This is an optimization exercise on Yosys and OpenROAD, whose aim is small area, a short achievable clock period and few clock cycles, not a production implementation. Function was checked by simulation only, so behaviour that the tests miss may differ from the original. Power figures rest on the tool's default switching activity, not on a simulated workload.

==> flow/flow/run.sh <==
#!/bin/bash
# The standard layout (standard.sh, unchanged synthesis and steps) with two
# changes to how the layout is made:
#  - the resizer's setup repair aims at a larger slack margin, so that it keeps
#    shortening the paths well below the 14 ns clock;
#  - every input and output port still gets its own buffer, but a plain buffer
#    cell rather than the delay cell buffer_ports picks by default.
# Each tool's output goes to its own log file in the work folder.
set -euo pipefail
export SETUP_SLACK_MARGIN=8
export BUFFER_PORTS_ARGS="-buffer_cell sky130_fd_sc_hd__buf_2"
bash standard.sh synth > synth.log 2>&1
bash standard.sh > layout.log 2>&1
==> flow/config.mk <==
export PLATFORM = sky130hd
export DESIGN_NAME = veryl_Core
export DESIGN_NICKNAME = veryl_Core
export VERILOG_FILES = /design/flow/design.v
export SDC_FILE = /design/flow/constraint.sdc
export NUM_CORES = 4
export LEC_CHECK = 0
export CAP_MARGIN = 20
export CORE_MARGIN = 2
export CORE_UTILIZATION = 50
export PLACE_DENSITY = 0.65
export SLEW_MARGIN = 20
export SYNTH_HIERARCHICAL = 1
export SYNTH_MINIMUM_KEEP_SIZE = 0
==> flow/constraint.sdc <==
create_clock -name core_clock -period 14.0 [get_ports {i_clk}]
set_input_delay 2.8000 -clock core_clock [delete_from_list [all_inputs] [get_ports {i_clk}]]
set_output_delay 2.8000 -clock core_clock [all_outputs]
set_load 0.01 [all_outputs]
==> flow/standard.sh <==
#!/bin/bash
# synth_recipe.tcl (not shown) runs the flow's synth.tcl, then flattens the netlist and writes it again
# the make line also repeats each setting of config.mk as NAME=value (left out here)
make -C /OpenROAD-flow-scripts/flow DESIGN_CONFIG=/design/flow/config.mk WORK_HOME=/design/flow/orfs CLKGATE_MAP_FILE= SYNTH_SCRIPT=/design/flow/synth_recipe.tcl "${@:-finish}"
==> flow/design.v <==
module veryl_Add32 (
    input  logic [32-1:0] i_a  ,
    input  logic [32-1:0] i_b  ,
    input  logic [1-1:0]  i_cin,
    output logic [32-1:0] o_sum
);
    logic [32-1:0] g ;
    logic [32-1:0] p ;
    logic [32-1:0] gg;
    logic [32-1:0] pp;
    always_comb begin
        g  = i_a & i_b;
        p  = i_a ^ i_b;
        gg = g;
        pp = p;
        gg[0] = g[0] | (p[0] & i_cin);
        for (int l = 0; l < 5; l++) begin
            for (int i = 0; i < 32; i++) begin
                if (((i >> l) & 1) == 1) begin
                    gg[i] = gg[i] | (pp[i] & gg[((i >> l) << l) - 1]);
                    pp[i] = pp[i] & pp[((i >> l) << l) - 1];
                end
            end
        end
        o_sum = p ^ {gg[30:0], i_cin};
    end
endmodule
module veryl_Inc6 (
    input  logic [32-1:0] i_a  ,
    output logic [32-1:0] o_sum
);
    logic [32-1:0] b ;
    logic [32-1:0] g ;
    logic [32-1:0] p ;
    logic [32-1:0] gg;
    logic [32-1:0] pp;
    always_comb begin
        b  = 32'h6;
        g  = i_a & b;
        p  = i_a ^ b;
        gg = g;
        pp = p;
        for (int l = 0; l < 5; l++) begin
            for (int i = 0; i < 32; i++) begin
                if (((i >> l) & 1) == 1) begin
                    gg[i] = gg[i] | (pp[i] & gg[((i >> l) << l) - 1]);
                    pp[i] = pp[i] & pp[((i >> l) << l) - 1];
                end
            end
        end
        o_sum = p ^ {gg[30:0], 1'b0};
    end
endmodule
module veryl_Alu (
    input  logic [32-1:0] i_a      ,
    input  logic [32-1:0] i_b      ,  
    input  logic [5-1:0]  i_shamt  ,  
    input  logic [1-1:0]  i_sub    ,
    input  logic [1-1:0]  i_sel_sum,
    input  logic [1-1:0]  i_sel_and,
    input  logic [1-1:0]  i_sel_or ,
    input  logic [1-1:0]  i_sel_xor,
    input  logic [1-1:0]  i_sel_sh ,
    input  logic [1-1:0]  i_sh_left,
    input  logic [1-1:0]  i_sh_arith,
    output logic [32-1:0] o_sum    ,
    output logic [32-1:0] o_out
);
    veryl_Add32 adder (
        .i_a  (i_a                 ),
        .i_b  (i_b                 ),
        .i_cin(i_sub               ),
        .o_sum(o_sum               )
    );
    logic [32-1:0] sh_in ;
    logic [32-1:0] sh_res;
    logic [32-1:0] sh_out;
    always_comb begin
        for (int i = 0; i < 32; i++) sh_in[i] = (i_sh_left) ? ( i_a[31 - i] ) : ( i_a[i] );
    end
    logic signed [33-1:0] sh_src;
    logic signed [33-1:0] sh_ext;
    always_comb sh_src = {i_sh_arith & i_a[31], sh_in};
    always_comb sh_ext = sh_src >>> i_shamt;
    always_comb sh_res = sh_ext[31:0];
    always_comb begin
        for (int i = 0; i < 32; i++) sh_out[i] = (i_sh_left) ? ( sh_res[31 - i] ) : ( sh_res[i] );
    end
    always_comb o_out = ({32{i_sel_sum}} & o_sum)
                      | ({32{i_sel_and}} & (i_a & i_b))
                      | ({32{i_sel_or}}  & (i_a | i_b))
                      | ({32{i_sel_xor}} & (i_a ^ i_b))
                      | ({32{i_sel_sh}}  & sh_out);
endmodule
module veryl_Core (
    input logic i_clk,
    input logic i_rst,
    output logic [32-1:0] o_imem_addr ,
    input  logic [48-1:0] i_imem_rdata,
    output logic [1-1:0]  o_imem_we   ,
    output logic [32-1:0] o_imem_waddr,
    output logic [8-1:0]  o_imem_wdata,
    output logic [32-1:0] o_dmem_addr ,
    output logic [1-1:0]  o_dmem_re   ,
    output logic [4-1:0]  o_dmem_wmask,
    output logic [32-1:0] o_dmem_wdata,
    input  logic [32-1:0] i_dmem_rdata,
    output logic [32-1:0] o_io_addr  ,
    output logic [1-1:0]  o_io_rd    ,
    input  logic [1-1:0]  i_io_rvalid,
    input  logic [32-1:0] i_io_rdata ,
    output logic [1-1:0]  o_io_wr    ,
    output logic [32-1:0] o_io_wdata ,
    input  logic [1-1:0]  i_io_wready
);
    localparam logic [32-1:0] IROM_BASE = 32'h8000_0004;
    logic [32-1:0] m_regfile [1:32-1];
    logic [32-1:0] r_pc_f;    
    logic [32-1:0] r_pc_d;    
    logic [1-1:0]  r_v_d ;    
    logic [1-1:0]  r_fall_d;  
    logic [1-1:0]  r_v_e      ;
    logic [1-1:0]  r_we_e     ;
    logic [5-1:0]  r_rd_e     ;
    logic [32-1:0] r_a_e      ;
    logic [32-1:0] r_addr_e   ;  
    logic [32-1:0] r_b_e      ;  
    logic [5-1:0]  r_shamt_e  ;  
    logic [32-1:0] r_s_e      ;  
    logic [32-1:0] r_tgt_e    ;  
    logic [1-1:0]  r_sub_e    ;
    logic [1-1:0]  r_sel_sum_e;
    logic [1-1:0]  r_sel_and_e;
    logic [1-1:0]  r_sel_or_e ;
    logic [1-1:0]  r_sel_xor_e;
    logic [1-1:0]  r_sel_sh_e ;
    logic [1-1:0]  r_sh_l_e   ;
    logic [1-1:0]  r_sh_a_e   ;
    logic [1-1:0]  r_link_e   ;
    logic [1-1:0]  r_ld_e     ;
    logic [3-1:0]  r_ldk_e    ;
    logic [4-1:0]  r_mask_e   ;
    logic [1-1:0]  r_isb_e    ;
    logic [1-1:0]  r_in_e     ;
    logic [1-1:0]  r_out_e    ;
    logic [1-1:0]  r_jal_e    ;  
    logic [1-1:0]  r_pred_e   ;  
    logic [1-1:0]  r_br_e     ;
    logic [2-1:0]  r_brk_e    ;
    logic [1-1:0]  r_we_w ;
    logic [5-1:0]  r_rd_w ;
    logic [32-1:0] r_res_w;
    logic [1-1:0]  r_ld_w ;
    logic [3-1:0]  r_ldk_w;
    logic [32-1:0] w_ld_val;
    logic [32-1:0] w_val_w ;
    always_comb begin
        case (r_ldk_w)
            3'd1   : w_ld_val = {{16{i_dmem_rdata[15]}}, i_dmem_rdata[15:0]};
            3'd2   : w_ld_val = {{24{i_dmem_rdata[7]}}, i_dmem_rdata[7:0]};
            3'd3   : w_ld_val = {16'b0, i_dmem_rdata[15:0]};
            3'd4   : w_ld_val = {24'b0, i_dmem_rdata[7:0]};
            default: w_ld_val = i_dmem_rdata;
        endcase
        w_val_w = (r_ld_w) ? ( w_ld_val ) : ( r_res_w );
    end
    logic [32-1:0] w_wdata;
    always_comb w_wdata = (i_rst) ? ( 32'h0 ) : ( w_val_w );
    always_ff @ (posedge i_clk) begin
        for (int i = 1; i < 32; i++) begin
            if (i_rst || (r_we_w && r_rd_w == 5'(i))) begin
                m_regfile[i] <= w_wdata;
            end
        end
    end
    logic [32-1:0] w_sum  ;
    logic [32-1:0] w_alu  ;
    logic [32-1:0] w_res_e;
    veryl_Alu alu (
        .i_a       (r_a_e      ),
        .i_b       (r_b_e      ),
        .i_shamt   (r_shamt_e  ),
        .i_sub     (r_sub_e    ),
        .i_sel_sum (r_sel_sum_e),
        .i_sel_and (r_sel_and_e),
        .i_sel_or  (r_sel_or_e ),
        .i_sel_xor (r_sel_xor_e),
        .i_sel_sh  (r_sel_sh_e ),
        .i_sh_left (r_sh_l_e   ),
        .i_sh_arith(r_sh_a_e   ),
        .o_sum     (w_sum      ),
        .o_out     (w_alu      )
    );
    always_comb w_res_e = (r_link_e) ? ( r_s_e ) : (r_in_e) ? ( i_io_rdata ) : ( w_alu );
    logic [1-1:0] w_eq   ;
    logic [1-1:0] w_taken;
    always_comb begin
        w_eq = &(r_a_e ^ r_b_e);
        case (r_brk_e)
            2'd0   : w_taken = w_eq;
            2'd1   : w_taken = !w_eq;
            2'd2   : w_taken = w_sum[31];
            default: w_taken = w_sum[31] | w_eq;
        endcase
    end
    logic [1-1:0]  w_stall_e ;
    logic [1-1:0]  w_redirect;
    logic [32-1:0] w_tgt     ;
    always_comb begin
        w_stall_e  = r_v_e & ((r_in_e & !i_io_rvalid) | (r_out_e & !i_io_wready));   
        w_redirect = r_v_e & (r_jal_e | (r_br_e & (w_taken != r_pred_e)) | w_stall_e);
        w_tgt      = (r_jal_e) ? ( r_addr_e ) : (r_pred_e && !w_keep) ? ( r_s_e ) : ( r_tgt_e );
    end
    always_comb begin
        o_dmem_addr  = r_addr_e;
        o_dmem_re    = r_v_e & r_ld_e;
        o_dmem_wmask = r_mask_e & {4{r_v_e}};
        o_dmem_wdata = r_s_e;
        o_imem_we    = r_v_e & r_isb_e;
        o_imem_waddr = r_addr_e;
        o_imem_wdata = r_s_e[7:0];
        o_io_addr    = r_addr_e;
        o_io_rd      = r_v_e & r_in_e;
        o_io_wr      = r_v_e & r_out_e;
        o_io_wdata   = r_s_e;
    end
    logic [32-1:0] w_fetch_next;
    logic [48-1:0] w_ir;
    always_comb w_ir = i_imem_rdata;
    logic [5-1:0]  d_op ;
    logic [3-1:0]  d_sub;
    logic [8-1:0]  d_key;
    logic [5-1:0]  d_rd ;
    logic [32-1:0] d_imm;
    logic [32-1:0] d_off;
    always_comb begin
        d_op  = w_ir[4:0];
        d_sub = w_ir[7:5];
        d_key = {d_sub, d_op};
        d_rd  = w_ir[12:8];
        d_imm = w_ir[47:16];
        d_off = {{7{w_ir[47]}}, w_ir[47:23]};
    end
    localparam logic [8-1:0] ADD  = (8'h1 << 5) | 8'h1;
    localparam logic [8-1:0] SUB  = (8'h2 << 5) | 8'h1;
    localparam logic [8-1:0] ADDI = (8'h1 << 5) | 8'h2;
    localparam logic [8-1:0] SUBI = (8'h2 << 5) | 8'h2;
    localparam logic [8-1:0] BEQ  = (8'h0 << 5) | 8'h3;
    localparam logic [8-1:0] BNE  = (8'h1 << 5) | 8'h3;
    localparam logic [8-1:0] BLT  = (8'h2 << 5) | 8'h3;
    localparam logic [8-1:0] BLE  = (8'h3 << 5) | 8'h3;
    localparam logic [8-1:0] JAL  = (8'h4 << 5) | 8'h3;
    localparam logic [8-1:0] LW   = (8'h0 << 5) | 8'h4;
    localparam logic [8-1:0] LH   = (8'h1 << 5) | 8'h4;
    localparam logic [8-1:0] LB   = (8'h2 << 5) | 8'h4;
    localparam logic [8-1:0] LHU  = (8'h3 << 5) | 8'h4;
    localparam logic [8-1:0] LBU  = (8'h4 << 5) | 8'h4;
    localparam logic [8-1:0] SW   = (8'h0 << 5) | 8'h5;
    localparam logic [8-1:0] SH   = (8'h1 << 5) | 8'h5;
    localparam logic [8-1:0] SB   = (8'h2 << 5) | 8'h5;
    localparam logic [8-1:0] ISB  = (8'h3 << 5) | 8'h5;
    localparam logic [8-1:0] IN   = (8'h0 << 5) | 8'h6;
    localparam logic [8-1:0] OUT  = (8'h1 << 5) | 8'h6;
    localparam logic [8-1:0] AND  = (8'h0 << 5) | 8'h7;
    localparam logic [8-1:0] OR   = (8'h1 << 5) | 8'h7;
    localparam logic [8-1:0] XOR  = (8'h2 << 5) | 8'h7;
    localparam logic [8-1:0] SRL  = (8'h3 << 5) | 8'h7;
    localparam logic [8-1:0] SRA  = (8'h4 << 5) | 8'h7;
    localparam logic [8-1:0] SLL  = (8'h5 << 5) | 8'h7;
    localparam logic [8-1:0] ANDI = (8'h0 << 5) | 8'h8;
    localparam logic [8-1:0] ORI  = (8'h1 << 5) | 8'h8;
    localparam logic [8-1:0] XORI = (8'h2 << 5) | 8'h8;
    localparam logic [8-1:0] SRLI = (8'h3 << 5) | 8'h8;
    localparam logic [8-1:0] SRAI = (8'h4 << 5) | 8'h8;
    localparam logic [8-1:0] SLLI = (8'h5 << 5) | 8'h8;
    logic [1-1:0] d_rb      ;
    logic [1-1:0] d_br      ;
    logic [1-1:0] d_jal     ;
    logic [1-1:0] d_ld      ;
    logic [1-1:0] d_st      ;
    logic [1-1:0] d_isb     ;
    logic [1-1:0] d_in      ;
    logic [1-1:0] d_out     ;
    logic [1-1:0] d_sub_op  ;
    logic [1-1:0] d_sel_sum ;
    logic [1-1:0] d_sel_and ;
    logic [1-1:0] d_sel_or  ;
    logic [1-1:0] d_sel_xor ;
    logic [1-1:0] d_sel_sh  ;
    logic [1-1:0] d_sh_l    ;
    logic [1-1:0] d_sh_a    ;
    logic [1-1:0] d_nowrite ;
    logic [1-1:0] d_use_a   ;
    logic [1-1:0] d_use_b   ;
    logic [1-1:0] d_use_base;
    logic [3-1:0] d_ldk     ;
    logic [4-1:0] d_mask    ;
    always_comb begin
        d_rb      = (d_op == 5'd1) || (d_op == 5'd7) || (d_op == 5'd3 && d_sub <= 3'd3);
        d_br      = d_op == 5'd3 && d_sub <= 3'd3;
        d_jal     = d_key == JAL;
        d_ld      = d_op == 5'd4 && d_sub <= 3'd4;
        d_st      = d_op == 5'd5 && d_sub <= 3'd2;
        d_isb     = d_key == ISB;
        d_in      = d_key == IN;
        d_out     = d_key == OUT;
        d_sub_op  = d_key == SUB || d_key == SUBI || d_br;
        d_sel_sum = d_key == ADD || d_key == SUB || d_key == ADDI || d_key == SUBI;
        d_sel_and = d_key == AND || d_key == ANDI;
        d_sel_or  = d_key == OR || d_key == ORI;
        d_sel_xor = d_key == XOR || d_key == XORI;
        d_sel_sh  = d_key == SRL || d_key == SRA || d_key == SLL || d_key == SRLI || d_key == SRAI || d_key == SLLI;
        d_sh_l    = d_sub == 3'd5;
        d_sh_a    = d_sub == 3'd4;
        d_nowrite = d_st || d_isb || d_out;
        d_use_a   = d_rb || d_op == 5'd2 || d_op == 5'd8;
        d_use_b   = d_rb || d_st || d_isb || d_out;
        d_use_base = d_ld || d_st || d_isb || d_in || d_out || d_jal;
        d_ldk     = d_sub;
        case (d_sub)
            3'd0   : d_mask = 4'b1111;
            3'd1   : d_mask = 4'b0011;
            default: d_mask = 4'b0001;
        endcase
    end
    logic [5-1:0] d_ra;
    logic [5-1:0] d_rb_addr;
    always_comb begin
        d_ra      = {w_ir[17:16] & {2{d_op[0]}}, w_ir[15:13]};
        d_rb_addr = (d_op[0] & (d_op[1] | !d_op[2])) ? ( w_ir[22:18] ) : ( w_ir[12:8] );
    end
    logic [32-1:0] m_rz  [0:32-1];
    logic [32-1:0] d_grp [0:4-1] ;
    always_comb begin
        m_rz[0] = 32'h0;
        for (int i = 1; i < 32; i++) m_rz[i] = m_regfile[i];
        for (int k = 0; k < 4; k++) d_grp[k] = m_rz[{2'(k), w_ir[15:13]}];
    end
    logic [32-1:0] d_rf_a;
    logic [32-1:0] d_rf_b;
    always_comb begin
        d_rf_a = d_grp[d_ra[4:3]];
        d_rf_b = m_rz[d_rb_addr];
    end
    logic [1-1:0]  d_byp_ea;
    logic [1-1:0]  d_byp_wa;
    logic [1-1:0]  d_byp_eb;
    logic [1-1:0]  d_byp_wb;
    logic [1-1:0]  d_byp_ei;
    logic [1-1:0]  d_byp_wi;
    logic [32-1:0] d_base;
    logic [32-1:0] d_addr;
    logic [32-1:0] d_a;
    logic [32-1:0] d_b;
    always_comb begin
        d_byp_ea = r_v_e && r_we_e && r_rd_e == d_ra;
        d_byp_wa = r_we_w && r_rd_w == d_ra;
        d_byp_eb = r_v_e && r_we_e && r_rd_e == d_rb_addr;
        d_byp_wb = r_we_w && r_rd_w == d_rb_addr;
        d_a      = (d_byp_ea) ? ( w_res_e ) : (d_byp_wa) ? ( w_val_w ) : ( d_rf_a );
        d_byp_ei = r_v_e && r_we_e && r_rd_e == {2'b00, w_ir[15:13]};
        d_byp_wi = r_we_w && r_rd_w == {2'b00, w_ir[15:13]};
        d_base   = (d_byp_ei) ? ( w_res_e ) : (d_byp_wi) ? ( w_val_w ) : ( d_grp[0] );
        d_b      = (d_byp_eb) ? ( w_res_e ) : (d_byp_wb) ? ( w_val_w ) : ( d_rf_b );
    end
    veryl_Add32 addr_add (
        .i_a  (d_base),
        .i_b  (d_imm ),
        .i_cin(1'b0  ),
        .o_sum(d_addr)
    );
    logic [1-1:0] d_hazard;
    always_comb d_hazard = r_v_e && r_ld_e && r_we_e && ((d_use_a && r_rd_e == d_ra) || (d_use_b && r_rd_e == d_rb_addr)
                                                      || (d_use_base && r_rd_e == {2'b00, w_ir[15:13]}));
    logic [1-1:0]  d_isb_hit ;
    always_comb begin
        d_isb_hit  = (w_ir[15:13] != 3'd0)
                  || (d_imm[31:3] == r_pc_f[31:3] && d_imm[2:0] >= r_pc_f[2:0] && d_imm[2:0] - r_pc_f[2:0] < 3'd6)
                  || (d_imm[31:3] == w_fetch_next[31:3] && r_pc_f[2:0] > {1'b0, d_imm[2:0]} + 4'd2);
    end
    logic [32-1:0] d_br_tgt;
    logic [32-1:0] d_tgt   ;
    veryl_Add32 tgt_add (
        .i_a  (r_pc_d  ),
        .i_b  (d_off   ),
        .i_cin(1'b0    ),
        .o_sum(d_br_tgt)
    );
    always_comb d_tgt = (d_in || d_out) ? ( r_pc_d ) : (d_pred) ? ( w_fetch_next ) : ( d_br_tgt );
    logic [1-1:0]  d_jal_abs;
    logic [1-1:0]  d_pred   ;
    logic [1-1:0]  d_redir  ;
    logic [32-1:0] d_redir_pc;
    always_comb begin
        d_jal_abs  = d_jal && w_ir[15:13] == 3'd0;
        d_pred     = d_br && w_ir[47];
        d_redir    = d_jal_abs || d_pred || (d_isb && d_isb_hit);
        d_redir_pc = (d_jal_abs) ? ( d_imm ) : (d_pred) ? ( d_br_tgt ) : ( r_pc_f );
    end
    logic [1-1:0] w_keep  ;
    logic [1-1:0] w_accept;
    logic [1-1:0] w_replay;
    always_comb begin
        w_keep   = r_fall_d && !d_br && !d_jal && !d_isb;
        w_accept = r_v_d && !d_hazard && ((r_fall_d) ? ( w_redirect && w_keep ) : ( !w_redirect ));
        w_replay = r_v_d && !w_redirect && d_hazard;
    end
    veryl_Inc6 fetch_inc (
        .i_a  (r_pc_f      ),
        .o_sum(w_fetch_next)
    );
    always_comb o_imem_addr = r_pc_f;
    always_ff @ (posedge i_clk) r_pc_d <= r_pc_f;
    always_ff @ (posedge i_clk) begin
        if (i_rst) begin
            r_pc_f <= IROM_BASE;
            r_v_d  <= 1'b0;
        end else if (w_redirect) begin
            r_pc_f <= w_tgt;
            r_v_d  <= 1'b0;
        end else if (w_replay) begin
            r_pc_f <= r_pc_d;
            r_v_d  <= 1'b0;
        end else if (w_accept && d_redir) begin
            r_pc_f <= d_redir_pc;
            r_v_d  <= d_pred;
        end else begin
            r_pc_f <= w_fetch_next;
            r_v_d  <= 1'b1;
        end
    end
    always_ff @ (posedge i_clk) begin
        if (i_rst) begin
            r_fall_d <= 1'b0;
        end else begin
            r_fall_d <= !w_redirect && !w_replay && w_accept && d_pred;
        end
    end
    always_ff @ (posedge i_clk) begin
        if (i_rst) begin
            r_v_e <= 1'b0;
        end else begin
            r_v_e <= w_accept;
        end
    end
    always_ff @ (posedge i_clk) begin
        begin
            r_we_e      <= (d_rd != 5'd0) && !d_nowrite;
            r_rd_e      <= d_rd;
            r_a_e       <= d_a;
            r_addr_e    <= d_addr;
            r_b_e       <= ((d_op[0]) ? ( d_b ) : ( d_imm )) ^ {32{d_sub_op}};
            r_shamt_e   <= (d_op[0]) ? ( d_b[4:0] ) : ( d_imm[4:0] );
            r_s_e       <= (d_br || d_jal) ? ( r_pc_f ) : ( d_b );
            r_tgt_e     <= d_tgt;
            r_sub_e     <= d_sub_op;
            r_sel_sum_e <= d_sel_sum;
            r_sel_and_e <= d_sel_and;
            r_sel_or_e  <= d_sel_or;
            r_sel_xor_e <= d_sel_xor;
            r_sel_sh_e  <= d_sel_sh;
            r_sh_l_e    <= d_sh_l;
            r_sh_a_e    <= d_sh_a;
            r_link_e    <= d_br || d_jal;
            r_ld_e      <= d_ld;
            r_ldk_e     <= d_ldk;
            r_mask_e    <= (d_st || d_isb) ? ( ((d_isb) ? ( 4'b0000 ) : ( d_mask )) ) : ( 4'b0000 );
            r_isb_e     <= d_isb;
            r_in_e      <= d_in;
            r_out_e     <= d_out;
            r_jal_e     <= d_jal && !d_jal_abs;
            r_pred_e    <= d_pred;
            r_br_e      <= d_br;
            r_brk_e     <= d_sub[1:0];
        end
    end
    always_ff @ (posedge i_clk) begin
        if (i_rst) begin
            r_we_w <= 1'b0;
        end else begin
            r_we_w <= r_v_e && !w_stall_e && r_we_e;
        end
        r_rd_w  <= r_rd_e;
        r_res_w <= w_res_e;
        r_ld_w  <= r_ld_e;
        r_ldk_w <= r_ldk_e;
    end
endmodule
==> summary.txt <==
sequential cells by signal, indices dropped and copies added, names as in the netlist, 2 cells and up:
name	cells
r_shamt_e	5
r_rd_e	5
r_ldk_w	3
m_regfile	992
r_tgt_e	32
r_pc_f	32
r_rd_w	5
r_mask_e	3
r_res_w	32
r_ldk_e	2
r_pc_d	32
r_addr_e	32
r_s_e	32
r_b_e	32
r_a_e	32
worst reg2reg max path, stage by stage, from the launching register on:
cell,delay [ns]
dfxtp_4,0.69
buf_4,0.54
nand2_1,0.15
a32oi_1,0.38
a41oi_1,0.16
a22oi_1,0.37
o22ai_1,0.22
o221ai_1,0.31
mux2i_1,0.12
o21ai_0,0.89
inv_1,0.17
a21oi_1,0.46
ha_1,0.38
and3_1,0.23
a32oi_4,0.26
o21ai_4,0.13
or2_1,0.25
a21o_1,0.19
a21oi_2,0.14
xnor2_1,0.12
logic make-up (layout without fill, tap and decap cells):
group,after synthesis,in the layout,share of synthesized area
mux,438,438,0.0747
flops,1294,1294,0.498
xor+xnor,239,239,0.0294
compound gates,1779,1779,0.175
other cells,1,21,0.0000522
simple gates,1877,1879,0.136
fa+ha+maj,179,179,0.0331
buf+inv,854,1091,0.0536
synthesized netlist by cell type (all sizes together), types with 19 or more instances:
library cell  instances  area share
o211ai               33      0.0034
nand2b               21      0.0018
edfxtp              992        0.41
nand4               553       0.049
mux2                119       0.019
a21o                 59      0.0062
and2                 31      0.0027
and4                 38      0.0046
nor4                 67      0.0065
mux2i               254       0.035
xnor2               121       0.015
clkbuf              365       0.019
a22oi               363       0.038
a21boi               20      0.0023
o22ai                38      0.0033
mux4                 65       0.021
a21oi               281       0.020
ha                  160       0.028
nor3                 55      0.0038
and3                 71      0.0063
a211oi               62      0.0086
nor2b                23      0.0020
a221oi              101       0.013
fa                   19      0.0053
nor2                269       0.014
a22o                132       0.016
inv                 182      0.0095
o31ai                19      0.0020
a221o                40      0.0056
dfxtp               302       0.084
buf                 306       0.025
nand2               519       0.027
nand3               164       0.011
o21ai               383       0.027
a31oi                94      0.0083
xor2                118       0.014
final timing paths:
check        cells after the start              endpoint  slack (ns)            startpoint
max                             11     r_a_e[22]$_DFF_P_        7.71      i_imem_rdata[15]
min                              0    r_ldk_w[2]$_DFF_P_        0.34    r_ldk_e[2]$_DFF_P_
max reg2reg                     19  r_addr_e[23]$_DFF_P_        7.80  r_shamt_e[2]$_DFF_P_
min reg2reg                      0    r_ldk_w[2]$_DFF_P_        0.34    r_ldk_e[2]$_DFF_P_
power groups by stage:
| stage | clock [uW] | combinational, uW | sequential, uW |
|---|---|---|---|
| 6_report | 3950 | 2320 | 4810 |
| 5_1_grt | 4070 | 2350 | 4810 |
| 4_1_cts | 3930 | 2130 | 4790 |
| 3_5_place_dp | 0 | 2000 | 4870 |
| 3_3_place_gp | 0 | 1990 | 4870 |
| 2_1_floorplan | 0 | 1270 | 4680 |
layer usage:
layer  track usage  vias to the layer above  share of wire
met5        0.0284                        -         0.0021
met4         0.389                       33           0.11
met3         0.231                     2209           0.17
met2         0.670                     7266           0.40
met1         0.574                    32400           0.33
li1              -                    26200              -
what timing repair did:
| item | 4_1_cts | 5_1_grt |
|---|---|---|
| hold buffers | 0 | 0 |
| setup buffers | 74 | 15 |
| pin swaps | 27 | 16 |
| resized for setup | 247 | 90 |
| gates cloned | 18 | 1 |
| setup endpoints to repair | 159 | 99 |
modules after synthesis (local to each module, per instance):
module       flops+latches  copies in the design
veryl_Add32              0                     3
veryl_Alu                0                     1
veryl_Core            1294                     1
veryl_Inc6               0                     1
cells in the final DEF (no fill, tap or decap), types with 30 or more instances in the layout:
cell type / n
a22oi_1: 360
a21oi_1: 266
a211oi_2: 30
and3_1: 50
nor4_1: 56
a31oi_1: 75
nand2_1: 502
ha_1: 160
mux4_2: 59
a22o_1: 132
buf_4: 248
nor2_1: 248
xnor2_1: 118
inv_1: 176
o22ai_1: 30
nand3_1: 160
o21ai_0: 300
nand4_1: 549
and4_1: 38
a21o_1: 56
o211ai_1: 33
a221o_1: 40
mux2i_1: 241
a221oi_1: 79
nor3_1: 51
buf_2: 319
o21ai_1: 48
xor2_1: 116
clkbuf_16: 149
edfxtp_1: 992
dfxtp_1: 296
mux2_2: 117
through the flow:
stage / cell area, um2 / instances / total power (uW)
global placement: 75100 / 8437 / 6860
floorplan: 72200 / 6662 / 5940
finish: 82800 / 8823 / 11100
global route: 82800 / 8810 / 11200
detailed placement: 75100 / 8437 / 6870
CTS: 82100 / 8784 / 10900
final cells by class:
cell class                 count  area (um2)
clock buffer                 179        3870
sequential                  1294       35800
clock inverter                76         927
antenna                       19        47.5
tap                         1903        2380
multi-input combinational   4516       33800
fill                       11900       60300
timing repair buffer         653        5210
inverter                     183         696
==> reports/metrics.yaml <==
drt:
  wl_per_cell_um: 41.8
  vias: 68100
  finalWirelength_um: 369000
  drt_first_pass_iters: 11
  drc: 0
  drt_iter0_markers: 13000
  drtAntennaViolNets: 0
  via_per_inst: 7.72
logic_synthesis:
  synthDistinctLibCells: 111
  avgSynthCellArea_um2: 10.8
  synth_warnings: 13
  synth_area_um2: 71900
  synth_flop_cell: "edfxtp_1"
  async_reset_ff_frac: 0
  synth_edf_count: 992
  postSynthCellCount: 6661
  synth_seq_area_share: 0.498
  ys_ff_latch: 1294
sta:
  layout_setup_ws_ns: 7.71
  fin_crit_sh: 0.450
  tightest_slew_ns: 1.30
  fin_hold_ws_ns: 0.337
  rsz0062_at_grt: "true"
  finalMaxSlewViolations: 0
  period_needed_ns: 6.29
  setup-violations-final: 0
  hold_viol: 0
  slew_headroom: 0.128
  clock_skew_ns: 0.0523
  fmax_ghz: 0.159
  tns_ns: 0
setup_path:
  crit_slowest_cell: "a31oi_1"
  required_ns: 14.61
  end_kind: "register"
  crit_buf_inv: 6
  crit_family: "buffers and inverters"
  worstSetupStartpointType: "input pin"
  crit_chain: "buf_16, buf_16, buf_16, or3_2, buf_4, buf_4, nand2_2, buf_4, or4_1, a31oi_1, o21ai_0"
  cp_data_arrival_time_ns: 6.90
  critPathKind: "input pin to register"
  critPathMaxFanout: 36
  slowest_delay_ns: 0.75
clock_tree:
  clockBufferDepth: 3
  clock-sinks: 1294
  clk_latency_ns: 0.84
  ctsRootBufferMaster: "clkbuf_16"
  cts_tree: "done"
  h-tree-depth: 4
  path_clk_slew_ns: 0.06
  cts_buffers: 141
pwr:
  powerDensity_nw_per_um2: 134
  swShare: 0.326
  peakVddDrop_mv: 0.102
  p_sw_uw: 3610
  combPwrFrac: 0.209
  p_clk_frac: 0.357
  power_frac_seq: 0.434
  intPower_uw: 7460
  p_leak_uw: 0.0306
floorplan:
  coreArea_um2: 143000
  die_height_um: 383
  die-area_um2: 147000
  row_count: 139
  start_util: 0.502
  ios: 324
  die_w_um: 383
run:
  maxCapViolations: 0
global_routing:
  grt_usage: 0.486
  grt_pass1_wl_um: 497000
  grt_max_degree: 125
  antenna_found_initial: 34
  overflow: 0
  grt_pass1_vias: 62400
place:
  dp_slack_ns: 5.43
  io_buffers: 323
  hpwlAfterDp_um: 222000
  place_congestion: 1.03
cells_and_area:
  postLayoutCoreUtil: 0.579
  drive_above_1_share: 0.202
  syn_to_final_growth_pct: 15.2
  final_nets: 7084
status:
  status: "no timing/DRC/antenna violations"
hold_path:
  hp-class: "register to register"
Testbench counts, summed over its fixed seeds: cycles 123,669.

[what the ideal ports hide]
In the flow no input, the clock included, has a driving cell. The finished layout below was timed again as built, in two steps.
Step 1 assumes that a clkbuf_16 drives the clock port and a buf_2 every other input.
Step 2 also shifts input and output timing later by t, the mid clock arrival at the registers, as if the neighbouring blocks saw the same clock.
Three values: no drivers, after step 1, after step 2; two values: the first two.
shift t [ns]: 0.887
setup slack, ns: 7.706 / 7.541 / 6.654
hold slack, ns: 0.337 / 0.337 / 0.337
worst setup path at the end: input to register
worst data-port slew with drivers (ns): 0.32
After both steps this run still meets setup and hold. For this run, drivers alone change the setup slack by -0.165 ns; drivers and shift together by -1.052 ns.
